Context: an optimization exercise on an open-source flow, tuned for small area and a short achievable clock period. The choices shown serve that exercise and are no tape-out recipe.
The RTL was checked by simulation tests, not by an equivalence proof against the original design.
No activity file was given, so power comes from the tool's default toggle rates.

==> flow/design.v (excerpt) <==
module mips_single( clk, rst, imem_addr, imem_rdata, dmem_addr, dmem_wdata, dmem_we, dmem_re, dmem_rdata );
Size in the first run: about 4000 cells after synthesis, roughly 1400 flip-flops, ~160 I/O pins, roughly 60000 um2 of cells after synthesis.
export LEC_CHECK = 0
export CAP_MARGIN = 10
export CORE_MARGIN = 2
export CORE_UTILIZATION = 50
export CTS_CLUSTER_DIAMETER = 100
export CTS_CLUSTER_SIZE = 24
export SLEW_MARGIN = 10
export SYNTH_HIERARCHICAL = 1
create_clock -name core_clock -period 16.0 [get_ports {clk}]
standard.sh (not shown) runs the stock make flow with config.mk's settings and CLKGATE_MAP_FILE= SYNTH_SCRIPT=/design/flow/synth_recipe.tcl, a recipe that flattens the netlist after the stock synthesis.
==> flow/flow/run.sh <==
#!/bin/bash
# Own flow: the standard layout (standard synthesis unchanged, same constraints), with
#  - the timing repair steps asked to reach a setup margin, so that they size and buffer the
#    critical paths instead of stopping at the clock period;
#  - every input and output port still buffered, with buf_2 rather than the default delay cell.
# Each tool's log stays under orfs/logs here; make's own output goes to run_make.log.
set -euo pipefail
bash standard.sh SETUP_SLACK_MARGIN=11.5 "BUFFER_PORTS_ARGS=-buffer_cell sky130_fd_sc_hd__buf_2" finish > run_make.log 2>&1
The first run produced a clean layout.
==> next run, changes <==
CTS_CLUSTER_SIZE = 20   (was 24)
PLACE_DENSITY = 0.7   (was not set)
Effect: The new run finished clean; clock-buffer cell count increases by 12; flip-flop and latch count does not change; combinational power is lower by about 4%; power climbs by about 1.9%.
==> next run, changes <==
CORE_UTILIZATION = 60   (was 50)
CTS_CLUSTER_SIZE = 24   (was 20)
PLACE_DENSITY = not set   (was 0.7)
=> Worst setup slack gains 0.022 ns. Final area drops by 1.0%. Via count climbs by 1.7%. Sequential cell count does not change. Cell count drops by 5.5%. Routed wire length climbs by 3.0%. Synthesized cell count does not change. Die area drops by 16%.

========
## main
The RTL this note starts from:
==> flow/design.v <==
module mips_single( clk, rst, imem_addr, imem_rdata, dmem_addr, dmem_wdata, dmem_we, dmem_re, dmem_rdata );
	input clk, rst;
	output [31:0] imem_addr;
	input  [31:0] imem_rdata;
	output [31:0] dmem_addr, dmem_wdata;
	output dmem_we, dmem_re;
	input  [31:0] dmem_rdata;
	reg [31:2] pc;                  
	reg [31:2] pc4_d;               
	reg [31:0] ins_d;               
	reg [3:0]  s1h_d, s2h_d;        
	reg [7:0]  s1l_d, s2l_d;        
	reg        v_d;                 
	reg [31:0] a_e, b_e;            
	reg [15:0] imm_e;               
	reg [4:0]  wn_e;                
	reg        we_e, mr_e, mw_e;    
	reg        madd_e;              
	reg        isimm_e, inv_e;      
	reg [2:0]  rsel_e;              
	reg [31:0] alu_m, sd_m;         
	reg [4:0]  wn_m;
	reg        we_m, mr_m, mw_m;
	reg        ld_m;                
	reg        dwe;                 
	reg [31:0] wd_w;                
	reg [4:0]  wn_w;
	reg        we_w;
	reg [63:0] hilo;                
	reg        hz;                  
	reg [4:0]  cnt;                 
	reg [5:0]  stl;                 
	reg        fin;                 
	reg        ya;                  
	reg        yh;                  
	reg        sb;                  
	reg        sl;                  
	reg [31:0] rf [31:1];
	wire [31:2] pc4f = pc + 30'd1;
	wire [5:0] op = ins_d[31:26];
	wire [4:0] rt = ins_d[20:16];
	wire [4:0] rd = ins_d[15:11];
	wire [5:0] fn = ins_d[5:0];
	wire [31:0] rd1, rd2;
	wire [31:1] sel1, sel2;
	genvar gi, gb;
	generate
		for (gi = 1; gi < 32; gi = gi + 1) begin : g_sel
			assign sel1[gi] = s1h_d[gi / 8] & s1l_d[gi % 8];
			assign sel2[gi] = s2h_d[gi / 8] & s2l_d[gi % 8];
		end
		for (gb = 0; gb < 32; gb = gb + 1) begin : g_rd
			wire [31:1] col;
			for (gi = 1; gi < 32; gi = gi + 1) begin : g_col
				assign col[gi] = rf[gi][gb];
			end
			rf_rdbit u1 (.d(col), .s(sel1), .y(rd1[gb]));
			rf_rdbit u2 (.d(col), .s(sel2), .y(rd2[gb]));
		end
	endgenerate
	wire rtyp   = (op == 6'd0) | (op == 6'd28);    
	wire i_addi = (op == 6'd9);
	wire i_lw   = (op == 6'd35);
	wire i_sw   = (op == 6'd43);
	wire i_beq  = (op == 6'd4);
	wire i_j    = (op == 6'd2);
	wire [4:0] wn_d = rtyp ? rd : rt;
	wire we_d  = v_d & (rtyp | i_addi | i_lw) & (wn_d != 5'd0);
	wire mul_d = v_d & rtyp & ~fn[5] & fn[0];
	wire mfhi_d = rtyp & ~fn[5] & fn[4] & ~fn[0] & ~fn[1];
	wire mflo_d = rtyp & ~fn[5] & fn[4] & ~fn[0] &  fn[1];
	reg [2:0] rsel_d;
	always @(*) begin
		if (!rtyp)        rsel_d = 3'd0;
		else if (fn[5]) begin
			if (fn[3])      rsel_d = 3'd1;
			else if (fn[2]) rsel_d = fn[0] ? 3'd3 : 3'd2;
			else            rsel_d = 3'd0;
		end
		else if (fn[4])   rsel_d = 3'd0;
		else              rsel_d = 3'd4;
	end
	wire inv_d = rtyp & fn[1] & fn[5];    
	wire taken = v_d & i_beq & (rd1 == rd2);
	wire jump  = v_d & i_j;
	wire [31:2] btgt = pc4_d + {{14{ins_d[15]}}, ins_d[15:0]};
	wire [31:2] jtgt = {2'b00, pc4f[31:28], ins_d[23:0]};
	wire [31:0] ain = (a_e & {32{ya}}) | (hilo[63:32] & {32{yh}});
	wire [31:0] bop = ({{16{imm_e[15]}}, imm_e} & {32{isimm_e}}) | (b_e & {32{sb}}) | (hilo[31:0] & {32{sl}});
	wire [32:0] sum = {1'b0, ain} + {1'b0, bop ^ {32{inv_e}}} + {32'd0, inv_e};
	wire [31:0] srl = b_e >> imm_e[10:6];
	reg  [31:0] res;
	always @(*) begin
		case (rsel_e)
			3'd0: res = sum[31:0];
			3'd1: res = {31'd0, sum[31]};
			3'd2: res = a_e & b_e;
			3'd3: res = a_e | b_e;
			3'd4: res = srl;
			default: res = sum[31:0];
		endcase
	end
	wire last = &cnt;               
	wire stall = stl[0];
	wire hz_n = rst | (hz & ~fin);
	integer k;
	always @(posedge clk) begin
		for (k = 0; k < 6; k = k + 1)
			stl[k] <= ~rst & (stl[k] ? ~last : mul_d);
		fin <= ~rst & stall & last;
		ya  <= stall ? (~last & b_e[1]) : (mul_d ? rd2[0] : ~(mfhi_d | mflo_d));
		yh  <= stall ? (last & madd_e & ~hz) : (mfhi_d & ~hz_n);
		sb  <= ~stall & ~mul_d & ~mfhi_d & ~mflo_d & rtyp;
		sl  <= stall | (((mul_d & ~fn[4]) | mflo_d) & ~hz_n);
		hz  <= hz_n;
		dwe <= ~rst & (stall ? (mw_m & last) : (mw_e & ~mul_d));
		cnt <= (rst | ~stall) ? 5'd0 : cnt + 5'd1;
	end
	always @(posedge clk) begin
		if (rst) begin
			pc <= 30'd0;
		end else if (v_d & i_beq & (rd1 == rd2) & ~stl[1]) begin
			pc <= btgt;
		end else if (!stl[1]) begin
			pc <= jump ? jtgt : pc4f;
		end
	end
	always @(posedge clk) begin
		if (rst) begin
			v_d <= 1'b0;
			we_e <= 1'b0; mr_e <= 1'b0; mw_e <= 1'b0;
			we_m <= 1'b0; mr_m <= 1'b0; mw_m <= 1'b0; ld_m <= 1'b0;
			we_w <= 1'b0;
		end else if (!stl[2]) begin
			v_d <= 1'b1;
			we_e <= we_d; mr_e <= v_d & i_lw; mw_e <= v_d & i_sw;
			we_m <= we_e; mr_m <= mr_e; mw_m <= mw_e; ld_m <= mr_e & we_e;
			we_w <= we_m;
		end
	end
	always @(posedge clk) begin
		if (!stl[1]) begin
			pc4_d <= pc4f;
			ins_d <= imem_rdata;
			s1h_d <= 4'b0001 << imem_rdata[25:24];
			s1l_d <= 8'b00000001 << imem_rdata[23:21];
			s2h_d <= 4'b0001 << imem_rdata[20:19];
			s2l_d <= 8'b00000001 << imem_rdata[18:16];
		end
	end
	always @(posedge clk) begin
		if (!stl[3]) begin
			a_e <= rd1;
			madd_e <= ~fn[4];
			isimm_e <= ~rtyp;
			inv_e <= inv_d;
			rsel_e <= rsel_d;
		end
	end
	always @(posedge clk) begin
		imm_e <= ins_d[15:0];
		wn_e <= wn_d;
	end
	always @(posedge clk) begin
		if (stl[3])
			b_e <= {sum[0], b_e[31:1]};
		else
			b_e <= rd2;
	end
	always @(posedge clk) begin
		if (!stl[4]) begin
			wn_m <= wn_e;
			wd_w <= ld_m ? dmem_rdata : alu_m;
			wn_w <= wn_m;
		end
	end
	always @(posedge clk) begin
		if (stl[5])
			hilo[31:0] <= sum[32:1];
		else if (fin)
			hilo <= {sum[31:0], b_e};
	end
	always @(posedge clk) begin
		if (rst) begin
			alu_m <= 32'd0;
			sd_m <= 32'd0;
		end else if (!stl[4]) begin
			alu_m <= res;
			sd_m <= b_e;
		end
	end
	always @(posedge clk) begin
		if (we_w & ~stl[5])
			rf[wn_w] <= wd_w;
	end
	assign imem_addr  = {pc, 2'b00};
	assign dmem_addr  = alu_m;
	assign dmem_wdata = sd_m;
	assign dmem_we    = dwe;
	assign dmem_re    = mr_m;
endmodule
module rf_rdbit( d, s, y );
	input  [31:1] d, s;
	output y;
	wire [10:0] n;
	genvar k;
	generate
		for (k = 0; k < 10; k = k + 1) begin : g_aoi
			aoi222 u( .a0(d[3*k+1]), .s0(s[3*k+1]), .a1(d[3*k+2]), .s1(s[3*k+2]),
			          .a2(d[3*k+3]), .s2(s[3*k+3]), .y(n[k]) );
		end
	endgenerate
	assign n[10] = ~(d[31] & s[31]);
	assign y = ~&n;
endmodule
module aoi222( a0, s0, a1, s1, a2, s2, y );
	input  a0, s0, a1, s1, a2, s2;
	output y;
	assign y = ~((a0 & s0) | (a1 & s1) | (a2 & s2));
endmodule
export LEC_CHECK = 0
export CAP_MARGIN = 20
export CORE_MARGIN = 2
export CORE_UTILIZATION = 70
export CTS_CLUSTER_DIAMETER = 100
export CTS_CLUSTER_SIZE = 24
export PLACE_DENSITY = 0.78
export SLEW_MARGIN = 20
export SYNTH_HIERARCHICAL = 1
create_clock -name core_clock -period 16.0 [get_ports {clk}]
Scripts as last shown in full above: flow/flow/run.sh
main: flow completed, timing, DRC and antenna clean
The inputs of the feature branch differ from those of main as listed below.
- CORE_UTILIZATION: 70 -> 60
- PLACE_DENSITY: 0.78 -> unset
==> flow/flow/run.sh <==
#!/bin/bash
# Own flow: the standard layout (standard synthesis unchanged, same constraints), with the
# timing repair steps asked to reach a setup margin, so that they size and buffer the critical
# paths instead of stopping at the clock period. Each tool's log stays under orfs/logs here;
# make's own output goes to run_make.log.
set -euo pipefail
bash standard.sh SETUP_SLACK_MARGIN=11.5 finish > run_make.log 2>&1
[summary]
The feature branch did not stop at any stage, and its layout met the timing, DRC and antenna checks.
Relative to main, data arrival time at the worst-slack endpoint has gone up in the feature branch.
The feature branch has peak ir drop on the vdd network above what main had.
Die size: the feature branch exceeds main
Taking main as the reference, in the feature branch share of cell area taken by multi-input logic gates -0.62 points, non-clock buffer count higher.

[port drivers added, routing unchanged]
The results above use ideal ports. As a check the final layouts listed here were re-extracted and re-timed, cells and wires unchanged. Step 1 (the two cells are an assumption about what drives the block):
set clk [get_ports {clk}]
set_driving_cell -lib_cell sky130_fd_sc_hd__clkbuf_16 $clk
set_driving_cell -lib_cell sky130_fd_sc_hd__buf_2 [delete_from_list [all_inputs] $clk]
Step 2 times the ports against the registers' clock, not the clock port: input delays grow and output delays shrink by t, the midpoint of the rising clock arrivals with the driver on. Three values: no drivers, after step 1, after step 2; two values: the first two.
| run | shift t [ns] | setup WS [ns] | worst setup path after step 2 |
|---|---|---|---|
| the first run of note 1 | 0.762 | 11.524 / 11.449 / 10.869 | input to register |
| the second run of note 1 | 0.766 | 11.439 / 11.439 / 10.890 | input to register |
| the third run of note 1 | 0.764 | 11.461 / 11.426 / 11.069 | input to register |
| main | 0.735 | 11.335 / 11.335 / 11.015 | input to register |
| the feature branch | 0.760 | 11.368 / 11.368 / 10.952 | input to register |
After both steps every run listed still meets setup and hold. For the first run of note 1, which loses most, drivers alone change the setup slack by -0.075 ns; drivers and shift together by -0.655 ns.
